This design comes from an exercise in tuning for small area on the open sky130 flow, not from production work. Only simulation tests tie the RTL to the original design; equivalence was not proved. Power and IR drop assume default switching activity.

$ cat flow/constraint.sdc
create_clock -name core_clock -period 10.0 [get_ports {clk}]
set_input_delay 2.0000 -clock core_clock [delete_from_list [all_inputs] [get_ports {clk}]]
set_output_delay 2.0000 -clock core_clock [all_outputs]
set_load 0.01 [all_outputs]
$ cat flow/design.v
module stepper_zatvaranje(clk, rst, ir_zatvaranje, motor_zatvaranje1, motor_zatvaranje2);
	input clk;
	input rst;
	input ir_zatvaranje;
	output[3:0] motor_zatvaranje1; 
	output[3:0] motor_zatvaranje2;
	reg[3:0] motor_zatvaranje1;
	reg[3:0] motor_zatvaranje2;
	reg[1:0] step1, step2; 
	reg[31:0] StepCounter;
	parameter	[31:0] step_delay = 32'd200000;	 
	parameter	[31:0] vrijeme_cekanja = 32'd300_000_000;  
	parameter	input_angle = 850; 
	integer angle;
	always @(posedge clk) 
	begin
		if (rst)
		begin 
			step1 <= 3'b0;
			step2 <= 3'b0;
			StepCounter <= 32'b0;
			angle <= 0;
			motor_zatvaranje1 <= 4'b0000;
			motor_zatvaranje2 <= 4'b0000;
		end
		else if ((ir_zatvaranje == 1'b0) && (angle < (2*input_angle)))
		begin
			StepCounter <= StepCounter + 31'b1; 
			if (StepCounter >= step_delay)
			begin
				StepCounter <=32'b0;
				if (angle < input_angle) 
				begin
					step1 <= step1 - 1;
					step2 <= step2 + 1;
					angle <= angle + 1;
					case (step1) 
					0: motor_zatvaranje1 <= 4'b1100;
					1: motor_zatvaranje1 <= 4'b0110;
					2: motor_zatvaranje1 <= 4'b0011;
					3: motor_zatvaranje1 <= 4'b1001;						
					endcase
					case (step2) 
					0: motor_zatvaranje2 <= 4'b1100;
					1: motor_zatvaranje2 <= 4'b0110;
					2: motor_zatvaranje2 <= 4'b0011;
					3: motor_zatvaranje2 <= 4'b1001;						
					endcase 
				end
				else if (angle == input_angle)
				begin
					step1 <= 0;
					step2 <= 0;
					angle <= angle + 1;
				end
				else if ((angle > input_angle) && (angle < (2 * input_angle)))
				begin
					step1 <= step1 + 1;
					step2 <= step2 - 1;
					angle <= angle + 1;
					case (step1) 
					0: motor_zatvaranje1 <= 4'b1100;
					1: motor_zatvaranje1 <= 4'b0110;
					2: motor_zatvaranje1 <= 4'b0011;
					3: motor_zatvaranje1 <= 4'b1001;		
					endcase 
					case (step2) 
					0: motor_zatvaranje2 <= 4'b1100;
					1: motor_zatvaranje2 <= 4'b0110;
					2: motor_zatvaranje2 <= 4'b0011;
					3: motor_zatvaranje2 <= 4'b1001;						
					endcase 
				end
			end
		end
		else if ( angle >= (2 * input_angle))
		begin
			motor_zatvaranje1 <= 4'b0000;
			motor_zatvaranje2 <= 4'b0000;
			StepCounter <= StepCounter + 31'b1;
			if (StepCounter == vrijeme_cekanja)
			begin
				angle <= 0;
				StepCounter <=32'b0;
			end	
		end
	end 
 endmodule
module stepper_traka (clk, rst, ir_zatvaranje, ir_pumpa, motor_traka1, motor_traka2);
	input clk;
	input rst;
	input ir_zatvaranje;
	input ir_pumpa;
	output[3:0] motor_traka1; 
	output[3:0] motor_traka2;
	reg[3:0] motor_traka1; 
	reg[3:0] motor_traka2;
	reg[1:0] step1, step2;
	reg[31:0] StepCounter;
	parameter[31:0] step_delay = 32'd200000;	 
	parameter[31:0] vrijeme_zatvaranja = 32'd227_600_000;  
	parameter[31:0] vrijeme_punjenja = 32'd750_000_000;  
	parameter input_angle = 3000; 
	integer angle;
	integer blokiranje_zatvaranje;
	integer blokiranje_pumpa;
	always @(posedge clk) 
	begin
		if (rst)
		begin 
			step1 <= 3'b0;
			step2 <= 3'b0;
			StepCounter <= 32'b0;
			motor_traka1 <= 4'b0000;
			motor_traka2 <= 4'b0000;
			angle = 0;
			blokiranje_zatvaranje = 0;
			blokiranje_pumpa = 0;
		end
		else if ((ir_zatvaranje == 1'b1) && (ir_pumpa == 1'b1) && (blokiranje_zatvaranje == 0) && (blokiranje_pumpa == 0))
		begin
			StepCounter <= StepCounter + 31'b1; 
			if (StepCounter >= step_delay)
			begin
				StepCounter <= 31'b0;
				step1 <= step1 - 1;
				step2 <= step2 - 1;
				case (step1) 
				0: motor_traka1 <= 4'b1100;
				1: motor_traka1 <= 4'b0110;
				2: motor_traka1 <= 4'b0011;
				3: motor_traka1 <= 4'b1001;						
				endcase 
				case (step2) 
				0: motor_traka2 <= 4'b1100;
				1: motor_traka2 <= 4'b0110;
				2: motor_traka2 <= 4'b0011;
				3: motor_traka2 <= 4'b1001;						
				endcase 
			end
		end
		else if((ir_pumpa == 1'b0) && (StepCounter < vrijeme_punjenja) && (blokiranje_pumpa == 0))
		begin
			StepCounter <= StepCounter + 1'b1;
			motor_traka1 <= 4'b0000;
			motor_traka2 <= 4'b0000;
		end
		else if ((ir_pumpa == 1'b0) && (StepCounter == vrijeme_punjenja) && (blokiranje_pumpa == 0))
		begin
			blokiranje_pumpa = 1;
			StepCounter <= 31'b0;					
		end
		else if(blokiranje_pumpa == 1)
		begin
			StepCounter <= StepCounter + 31'b10;
			if (StepCounter >= step_delay)
			begin
				StepCounter <= 31'b0;
				if (angle < input_angle) 
				begin
					step1 <= step1 - 1;
					step2 <= step2 - 1;
					angle <= angle + 1;
					case (step1) 
					0: motor_traka1 <= 4'b1100;
					1: motor_traka1 <= 4'b0110;
					2: motor_traka1 <= 4'b0011;
					3: motor_traka1 <= 4'b1001;						
					endcase 
					case (step2) 
					0: motor_traka2 <= 4'b1100;
					1: motor_traka2 <= 4'b0110;
					2: motor_traka2 <= 4'b0011;
					3: motor_traka2 <= 4'b1001;						
					endcase 
				end
				else if(angle == input_angle)
				begin
					angle = 0;
					blokiranje_pumpa = 0;
				end
			end
		end
		else if ((ir_zatvaranje == 1'b0) && (StepCounter < vrijeme_zatvaranja) && (blokiranje_zatvaranje == 0))
		begin
			StepCounter <= StepCounter + 31'b1;
			motor_traka1 <= 4'b0000;
			motor_traka2 <= 4'b0000;
		end
		else if ((ir_zatvaranje == 1'b0) && (StepCounter == vrijeme_zatvaranja) && (blokiranje_zatvaranje == 0))
		begin
			blokiranje_zatvaranje = 1;
			StepCounter <= 31'b0;
		end
		else if (blokiranje_zatvaranje == 1)
		begin
			StepCounter <= StepCounter + 31'b10;
			if (StepCounter >= step_delay)
			begin
				StepCounter <= 31'b0;
				if (angle < input_angle) 
				begin
					step1 <= step1 - 1;
					step2 <= step2 - 1;
					angle <= angle + 1;
					case (step1) 
					0: motor_traka1 <= 4'b1100;
					1: motor_traka1 <= 4'b0110;
					2: motor_traka1 <= 4'b0011;
					3: motor_traka1 <= 4'b1001;						
					endcase 
					case (step2) 
					0: motor_traka2 <= 4'b1100;
					1: motor_traka2 <= 4'b0110;
					2: motor_traka2 <= 4'b0011;
					3: motor_traka2 <= 4'b1001;						
					endcase 
				end
				else if(angle == input_angle)
				begin
					angle = 0;
					blokiranje_zatvaranje = 0;
				end
			end
		end
	end
endmodule 
module pumpa (clk, rst, ir_pumpa, pumpa_switch, dioda_punjenje);
	input clk;
	input rst;
	input ir_pumpa;
	output pumpa_switch;
	output dioda_punjenje;
	reg pumpa_switch;
	reg dioda_punjenje;
	reg[35:0] StepCounter;
	parameter[35:0] vrijeme_punjenja = 32'd700_000_000;  
	parameter[35:0] vrijeme_cekanja = 32'd400_000_000;  
	always @(posedge clk) 
	begin
		if (rst)
		begin
			StepCounter <= 32'b0;
			pumpa_switch <= 1'b1;  
			dioda_punjenje <= 1'b1;  
		end
		else if ((ir_pumpa == 1'b0) && (StepCounter < vrijeme_punjenja))
		begin
			pumpa_switch <= 1'b0;  
			dioda_punjenje <= 1'b0;  
			StepCounter <= StepCounter + 1'b1;
		end
		else if((ir_pumpa == 1'b0) && (StepCounter >= vrijeme_punjenja) && (StepCounter < (vrijeme_punjenja + vrijeme_cekanja)))
		begin
			pumpa_switch <= 1'b1;  
			dioda_punjenje <= 1'b1;  
			StepCounter <= StepCounter + 31'b1; 
			if (StepCounter == (vrijeme_cekanja + vrijeme_punjenja - 1))
			begin
				pumpa_switch <= 1'b1;  
				dioda_punjenje <= 1'b1;  
				StepCounter <=32'b0;
			end	
		end
	end
endmodule 
module top(clk,
				rst,
				ir_zatvaranje, 
				ir_pumpa,
				motor_zatvaranje1, 
				motor_zatvaranje2, 
				motor_traka1, 
				motor_traka2,
				pumpa_switch,
				dioda_punjenje
				);
	input clk;
	input rst;
	input ir_zatvaranje;
	input ir_pumpa;
	output [3:0] motor_zatvaranje1; 
	output [3:0] motor_zatvaranje2;
	output [3:0] motor_traka1;
	output [3:0] motor_traka2;
	output pumpa_switch;
	output dioda_punjenje;
	stepper_zatvaranje #(
		.step_delay (32'd20),
		.vrijeme_cekanja (32'd30_000)
		) step_motor_zatvaranje (
		.clk (clk),
		.rst (rst),
		.ir_zatvaranje (ir_zatvaranje),
		.motor_zatvaranje1 (motor_zatvaranje1),
		.motor_zatvaranje2 (motor_zatvaranje2)
		);
	stepper_traka #(
		.step_delay (32'd20),
		.vrijeme_zatvaranja (32'd22_760),
		.vrijeme_punjenja (32'd75_000)
		) step_motor_traka (
		.clk (clk),
		.rst (rst),
		.ir_zatvaranje (ir_zatvaranje),
		.ir_pumpa(ir_pumpa),
		.motor_traka1 (motor_traka1),
		.motor_traka2 (motor_traka2)
		);
	pumpa #(
		.vrijeme_punjenja (36'd70_000),
		.vrijeme_cekanja (36'd40_000)
		) pumpa (
		.clk(clk),
		.rst(rst),
		.ir_pumpa(ir_pumpa),
		.pumpa_switch(pumpa_switch),
		.dioda_punjenje(dioda_punjenje)
		);
endmodule 
$ cat flow/run.sh
#!/bin/bash
# synth_recipe.tcl (not shown) runs the flow's synth.tcl, then flattens the netlist and writes it again
# the make line also repeats each setting of config.mk as NAME=value (left out here)
make -C /OpenROAD-flow-scripts/flow DESIGN_CONFIG=/design/flow/config.mk WORK_HOME=/design/flow/orfs CLKGATE_MAP_FILE= SYNTH_SCRIPT=/design/flow/synth_recipe.tcl finish
$ cat flow/config.mk
export PLATFORM = sky130hd
export DESIGN_NAME = top
export DESIGN_NICKNAME = top
export VERILOG_FILES = /design/flow/design.v
export SDC_FILE = /design/flow/constraint.sdc
export NUM_CORES = 4
export LEC_CHECK = 0
export CAP_MARGIN = 20
export CORE_MARGIN = 2
export CORE_UTILIZATION = 40
export SLEW_MARGIN = 20
==> out/metrics.yaml <==
clock_tree:
  cts_inserted_buffers: 17
  htreeDepth: 4
  cts_root_buf: "clkbuf_16"
  path_clk_slew_ns: 0.07
  post_cts_resized: 0
  cts.sinks: 191
  cts.path.max_buffers: 2
  clock_latency_ns: 0.45
  cts_tree: "yes"
  post-cts-setup-buffers: 0
  cts_hold_buf: 0
synthesis:
  synth_fp_nets: 1164
  ys_async_sr_fraction_pct: 0
  synth_edf_count: 0
  syn-instance-count: 1132
  synth_warnings: 3
  syn-cell-area_sq_um: 9450
  synth-seq-cells: 191
  synth_flop_cell: "dfxtp_1"
  synth_cell_types: 65
  postSynthAreaPerCell_sq_um: 8.35
  yosysSeqAreaShare_pct: 40.5
worst_setup_path:
  critPathRequiredTime_ns: 10.38
  worstPathCellList: "clkdlybuf4s50_1, nor2_1, nand2_1, nor4_1, nor2_1, o211ai_1, a31oi_1, a32o_1"
  cp.arrival_ns: 4.85
  crit_buf_inv: 1
  crit_type: "primary input to register"
  crit_top_cell: "nor2_1"
  cp_slowest_cell: "nor2_1"
  crit_fanout: 14
  rrSetupSlack_ns: 6.65
  startpoint_type: "primary input"
  cp-end-kind: "register"
  max_stage_delay_ns: 0.79
  critPathTopFamily: "simple AND/OR/NAND/NOR gates"
placement:
  pre_cts_ws_ns: 5.13
  gp_congestion: 0.797
  dp_hpwl_microns: 14100
  dp_cells: 1427
  numPortBuffers: 21
timing:
  fmax_mhz: 224
  hold_viol_final: 0
  fin_setup_tns_ns: 0
  fin_skew_ns: 0.0139
  finalHoldWorstSlack_ns: 0.459
  setup_ws_ns: 5.54
  rsz0062_at_grt: "false"
  worst_pin_slew_ns: 1.02
  fin_crit_ns: 4.46
  slew_violations: 0
  slew_headroom_pct: 31.6
  fin_crit_sh_pct: 44.6
  finalSetupViolCount: 0
global_route:
  grt_max_degree: 54
  grt_usage_pct: 17.7
  grt_pass1_vias: 7348
  antenna_found_initial: 0
  grt_pass1_wl_microns: 36200
  grt_overflow_total: 0
floorplan:
  start_util_pct: 40.5
  dieArea_sq_um: 24900
  die_w_microns: 158
  die-height_microns: 158
  ios: 22
  core_sq_um: 23300
  row_count: 56
drt:
  final_antenna_net_count: 0
  via_per_inst: 5.41
  drt_iter0_markers: 462
  drc: 0
  vias: 7894
  drt-total-wl_microns: 20900
  first_pass_iters: 5
  wire_per_inst_microns: 14.4
final_layout:
  antenna_cells: 0
  synthToLayoutAreaGrowth_pct: 11.0
  fin_cells: 1459
  nets: 1159
  drive_gt1_share_pct: 4.82
run:
  max-cap-violations: 0
power:
  power_density_nw_per_um2: 144
  finalPower_mw: 1.51
  ir_worst_vdd_v: 0.000113
  leakagePower_nw: 3.61
status:
  status: "no timing/DRC/antenna violations"
hold_path:
  hold_class: "register to register"
[per-stage QoR]
step | util, % | instance area, sq um
global placement | 42.3 | 9880
finish | 44.9 | 10500
CTS | 44.9 | 10500
detailed placement | 42.3 | 9880
floorplan | - | 9450
global route | 44.9 | 10500
[state kept, by name, summed over array words and instances (netlist names)]
signal,flops
pumpa.StepCounter,36
pumpa.pumpa_switch,1
step_motor_traka.StepCounter,32
step_motor_traka.angle,32
step_motor_traka.blokiranje_pumpa,1
step_motor_traka.blokiranje_zatvaranje,1
step_motor_traka.motor_traka1,4
step_motor_traka.motor_traka2,4
step_motor_traka.step1,2
step_motor_traka.step2,2
step_motor_zatvaranje.StepCounter,32
step_motor_zatvaranje.angle,32
step_motor_zatvaranje.motor_zatvaranje1,4
step_motor_zatvaranje.motor_zatvaranje2,4
step_motor_zatvaranje.step1,2
step_motor_zatvaranje.step2,2
[worst reg2reg max path, stage by stage, from the launching register on]
cell     delay [ns]
dfxtp_1        0.38
nor4_1         0.40
nand4_1        0.31
o41a_1         0.49
nand2_1        0.53
o21ai_1        0.46
or4_1          0.56
a21oi_1        0.14
[logic make-up after synthesis]
group / count (synthesis) / share of synthesized area (%)
flip-flops: 191 / 40.5
adder cells (fa/ha/maj): 28 / 3.71
AO/OA/AOI/OAI: 179 / 12.4
buffers and inverters: 76 / 3.26
XOR/XNOR: 74 / 6.86
multiplexers: 12 / 1.27
AND/OR/NAND/NOR: 572 / 32.1
[area by class of cell]
class / count / area [sq um]
clock buffers: 18 / 439
clock inverters: 14 / 155
fillers: 2314 / 12800
inverters: 27 / 101
multi-input cells: 865 / 5330
flip-flops and latches: 191 / 3820
well taps: 319 / 399
repair buffers: 25 / 235
[cells in the mapped netlist (all sizes together) (3+ instances only)]
library cell    n  area, sq um
and2           46          288
nor3b           5         37.5
nand4          41          272
nand2b          8         50.1
and4            7         61.3
o31ai           7         52.6
nand2         100          375
or3            17          106
buf            17         86.3
nand3b          7         52.6
a21o            5         37.5
xnor2          49          429
mux2i          12          120
a211oi          9         67.6
o2111ai         4         35.0
a31oi           7         43.8
dfxtp         191         3820
nor4           53          398
nor4bb          3         30.0
a311oi          7         61.3
o2bb2ai         6         52.6
nand3          52          260
a32o            3         30.0
or4            10         75.1
o21ai          39          195
clkbuf         32          120
xor2           25          219
nor4b           7         61.3
o211ai          6         45.0
inv            27          101
nor2b           3         18.8
a21oi          63          315
nor2          140          526
nor3           42          210
ha             28          350
and3           27          169
[placed cells by master (no fill, tap or decap), types with 7 or more instances in the layout]
cell type / instances
and2_1: 45
nand3b_1: 7
mux2i_1: 11
or3_1: 17
o21ai_0: 30
nor2_1: 140
xor2_1: 25
inv_1: 27
nor3_1: 41
and3_1: 27
xnor2_1: 49
a31oi_1: 7
nand3_1: 52
a211oi_1: 9
clkbuf_16: 17
a311oi_1: 7
o21ai_1: 9
nand2_1: 99
nor4_1: 48
dfxtp_1: 191
or4_1: 10
nand2b_1: 8
nand4_1: 40
nor4b_1: 7
clkdlybuf4s50_1: 20
a21oi_1: 62
ha_1: 28
o31ai_1: 7
and4_1: 7
[path summary, 6_finish.rpt]
path,end,start,cells past startpoint
hold / removal,step_motor_zatvaranje.motor_zatvaranje2[1],step_motor_zatvaranje.motor_zatvaranje2[1],2
setup reg to reg,step_motor_zatvaranje.motor_zatvaranje2[0],step_motor_zatvaranje.angle[26],7
setup / recovery,step_motor_traka.motor_traka2[1],ir_zatvaranje,8
hold reg to reg,step_motor_zatvaranje.motor_zatvaranje2[1],step_motor_zatvaranje.motor_zatvaranje2[1],2
[layer usage]
metal / global-route usage [%] / share of wire [%]
met5: 0 / 0
met3: 3.45 / 3.2
met1: 25.1 / 51
met2: 27.1 / 44
met4: 5.45 / 1.5
[power by group]
part	switching, mW	internal (mW)	total (mW)
registers	0.00553	0.764	0.769
logic	0.0380	0.0163	0.0544
clock network	0.344	0.344	0.688
total	0.388	1.12	1.51

[static timing again, ports no longer ideal]
The flow's constraints put no driver on any port. The routed layout listed below was extracted and timed again, unchanged, in two steps.
Step 1 sets driving cells, clkbuf_16 on the clock port and buf_2 on the other inputs (assumed; they add their load-dependent delay and slew).
Step 2 adds t to the input delays and takes it off the output delays; t is the mean of the earliest and latest rising clock arrival at the registers after step 1. Input paths then give back, and output paths get back, about the clock's delay inside the block.
Three values: ideal ports, drivers, drivers and shift; two values: the first two.
shift t [ns]: 0.488
setup WS [ns]: 5.535 / 5.560 / 5.071
worst setup path after step 2: input to register
After both steps setup and hold are still met in this run. For this run, drivers alone change the setup slack by +0.025 ns; drivers and shift together by -0.464 ns.
